From an optimization exercise on the open Yosys and OpenROAD flow, aimed at small area and a short achievable clock period; shortcuts taken in it are not production practice.
In this exercise RTL edits were held to simulation tests only and were not proved equivalent to the original.
Power is estimated from default activity; no workload was simulated.

Design TopLevel, start of the top module:
module TopLevel (
    input  logic        clk, rst,
    output logic [31:0] imem_addr,
    input  logic [31:0] imem_rdata,
    output logic [31:0] dmem_addr,
    output logic [31:0] dmem_wdata,
    output logic [3:0]  dmem_wstrb,
    output logic        dmem_re,
    input  logic [31:0] dmem_rdata
);
Size: roughly 5100 cells after synthesis, ~170 I/O pins, ~57000 sq um of cells after synthesis.
export LEC_CHECK = 0
export CAP_MARGIN = 20
export CORE_MARGIN = 2
export CORE_UTILIZATION = 40
export SLEW_MARGIN = 20
export SYNTH_HIERARCHICAL = 1
export SYNTH_MINIMUM_KEEP_SIZE = 0
create_clock -name core_clock -period 15.0 [get_ports {clk}]
standard.sh (not shown) runs the stock make flow with config.mk's settings and CLKGATE_MAP_FILE= SYNTH_SCRIPT=/design/flow/synth_recipe.tcl, a recipe that flattens the netlist after the stock synthesis.
==> flow/flow/run.sh <==
#!/bin/bash
set -euo pipefail
cd "$(dirname "$0")/.."
bash standard.sh SETUP_SLACK_MARGIN=7 finish > standard_flow.log 2>&1
Edit:
==> flow/flow/run.sh (replaced) <==
#!/bin/bash
# The standard layout with two changes: the port buffers are buf_4 cells (buffer_ports'
# own pick is a slow delay cell), and timing repair aims SETUP_SLACK_MARGIN below the period.
# The full make output goes to standard_flow.log; ORFS's own logs are under orfs/logs.
set -euo pipefail
cd "$(dirname "$0")/.."
bash standard.sh "BUFFER_PORTS_ARGS=-buffer_cell sky130_fd_sc_hd__buf_4" SETUP_SLACK_MARGIN=5 finish > standard_flow.log 2>&1
CAP_MARGIN = 10   (was 20)
CTS_BUF_LIST = sky130_fd_sc_hd__clkbuf_8   (was not set)
SLEW_MARGIN = 10   (was 20)
Outcome: Area after synthesis is unchanged; core utilization drops by 11 points; synthesized cell count is unchanged; die area stays the same; final area went down by 19%; cell count drops by 7.4%; flip-flop and latch count does not change; combinational power fell by 35%; first-iteration DRC count falls by 13%; routed wire length went down by 15%; count of clock-buffer cells in the layout rose by 38.


Another version of the RTL of TopLevel (not shown whole).
For scale: roughly 170 I/O pins.
Settings: LEC_CHECK=0, CAP_MARGIN=15, CORE_MARGIN=2, CORE_UTILIZATION=55, CTS_BUF_LIST=sky130_fd_sc_hd__clkbuf_8, PLACE_DENSITY=0.75, SLEW_MARGIN=15, SYNTH_HIERARCHICAL=1, SYNTH_MINIMUM_KEEP_SIZE=0; clock period 15.0 ns.
==> flow/flow/run.sh <==
#!/bin/bash
# The standard layout with these changes:
#  - the port buffers are buf_2 cells (buffer_ports' own pick is a slow delay cell);
#  - timing repair aims SETUP_SLACK_MARGIN below the clock period;
#  - clock tree synthesis inserts no dummy loads and clusters up to 16 sinks per leaf buffer.
# The full make output goes to standard_flow.log; ORFS's own logs are under orfs/logs.
set -euo pipefail
cd "$(dirname "$0")/.."
bash standard.sh \
  "BUFFER_PORTS_ARGS=-buffer_cell sky130_fd_sc_hd__buf_2" \
  SETUP_SLACK_MARGIN=5.5 \
  "CTS_ARGS=-sink_clustering_enable -repair_clock_nets -buf_list sky130_fd_sc_hd__clkbuf_8 -sink_clustering_size 16 -sink_clustering_max_diameter 90 -dont_use_dummy_load" \
  finish > standard_flow.log 2>&1
Change:
--- a/flow/flow/run.sh
+++ b/flow/flow/run.sh
@@ -5 +5 @@
-#  - clock tree synthesis inserts no dummy loads and clusters up to 16 sinks per leaf buffer.
+#  - clock tree synthesis inserts no dummy loads and clusters up to 14 sinks per leaf buffer.
@@ -12 +12 @@
-  "CTS_ARGS=-sink_clustering_enable -repair_clock_nets -buf_list sky130_fd_sc_hd__clkbuf_8 -sink_clustering_size 16 -sink_clustering_max_diameter 90 -dont_use_dummy_load" \
+  "CTS_ARGS=-sink_clustering_enable -repair_clock_nets -buf_list sky130_fd_sc_hd__clkbuf_8 -sink_clustering_size 14 -sink_clustering_max_diameter 80 -dont_use_dummy_load" \
What happened: Routed wire length stays flat. Die area is unchanged. Synthesized cell count stays the same. First-iteration DRC count went up by a few percent.
Change:
Settings changed: CAP_MARGIN 15 to 20, SLEW_MARGIN 15 to 20.
Result: The changed run went through all stages and came out clean; setup slack is unchanged; cell count does not change; wire length is unchanged; total power does not change; critical path depth is unchanged; sequential power hardly moves; worst hold slack is unchanged.
Change:
==> flow/flow/run.sh (replaced) <==
#!/bin/bash
# The standard layout with these changes:
#  - the port buffers are buf_4 cells (buffer_ports' own pick is a slow delay cell);
#  - timing repair aims SETUP_SLACK_MARGIN below the clock period;
#  - clock tree synthesis inserts no dummy loads.
# The full make output goes to standard_flow.log; ORFS's own logs are under orfs/logs.
set -euo pipefail
cd "$(dirname "$0")/.."
bash standard.sh \
  "BUFFER_PORTS_ARGS=-buffer_cell sky130_fd_sc_hd__buf_4" \
  SETUP_SLACK_MARGIN=5.5 \
  "CTS_ARGS=-sink_clustering_enable -repair_clock_nets -buf_list sky130_fd_sc_hd__clkbuf_8 -dont_use_dummy_load" \
  finish > standard_flow.log 2>&1
What happened: Power rises by 8.8%. Core utilization rises by 1.8 points. Routed wire length rose by 3.6%. Die area stays the same.

==> port drivers added, routing unchanged <==
The flow's constraints put no driver on any port. The routed layouts listed below were extracted and timed again, unchanged, in two steps.
Step 1, drivers: a clkbuf_16 drives clk and a buf_2 each remaining input, both assumed.
Step 2 moves the port delays by t, midway between the first and last clock arrival at a register: inputs arrive t later, outputs are due t later. That takes back most of the time a late clock gives input paths.
a / b / c = no drivers / after step 1 / after step 2; a / b = the first two.
run | shift t [ns] | slack for setup (ns) | hold slack, ns
the first run of note 1 | 0.845 | 5.219 / 5.152 / 5.056 | 0.767 / 0.767 / 0.767
the second run of note 1 | 0.975 | 4.854 / 4.824 / 4.159 | 0.706 / 0.706 / 0.706
the first run of note 2 | 0.796 | 5.395 / 5.350 / 4.717 | 0.820 / 0.820 / 0.820
the second run of note 2 | 0.807 | 5.301 / 5.346 / 4.539 | 0.811 / 0.811 / 0.811
the third run of note 2 | 0.807 | 5.301 / 5.346 / 4.539 | 0.811 / 0.811 / 0.811
the fourth run of note 2 | 0.923 | 5.343 / 5.295 / 4.689 | 0.820 / 0.820 / 0.820
After both steps setup and hold are still met in every run listed.
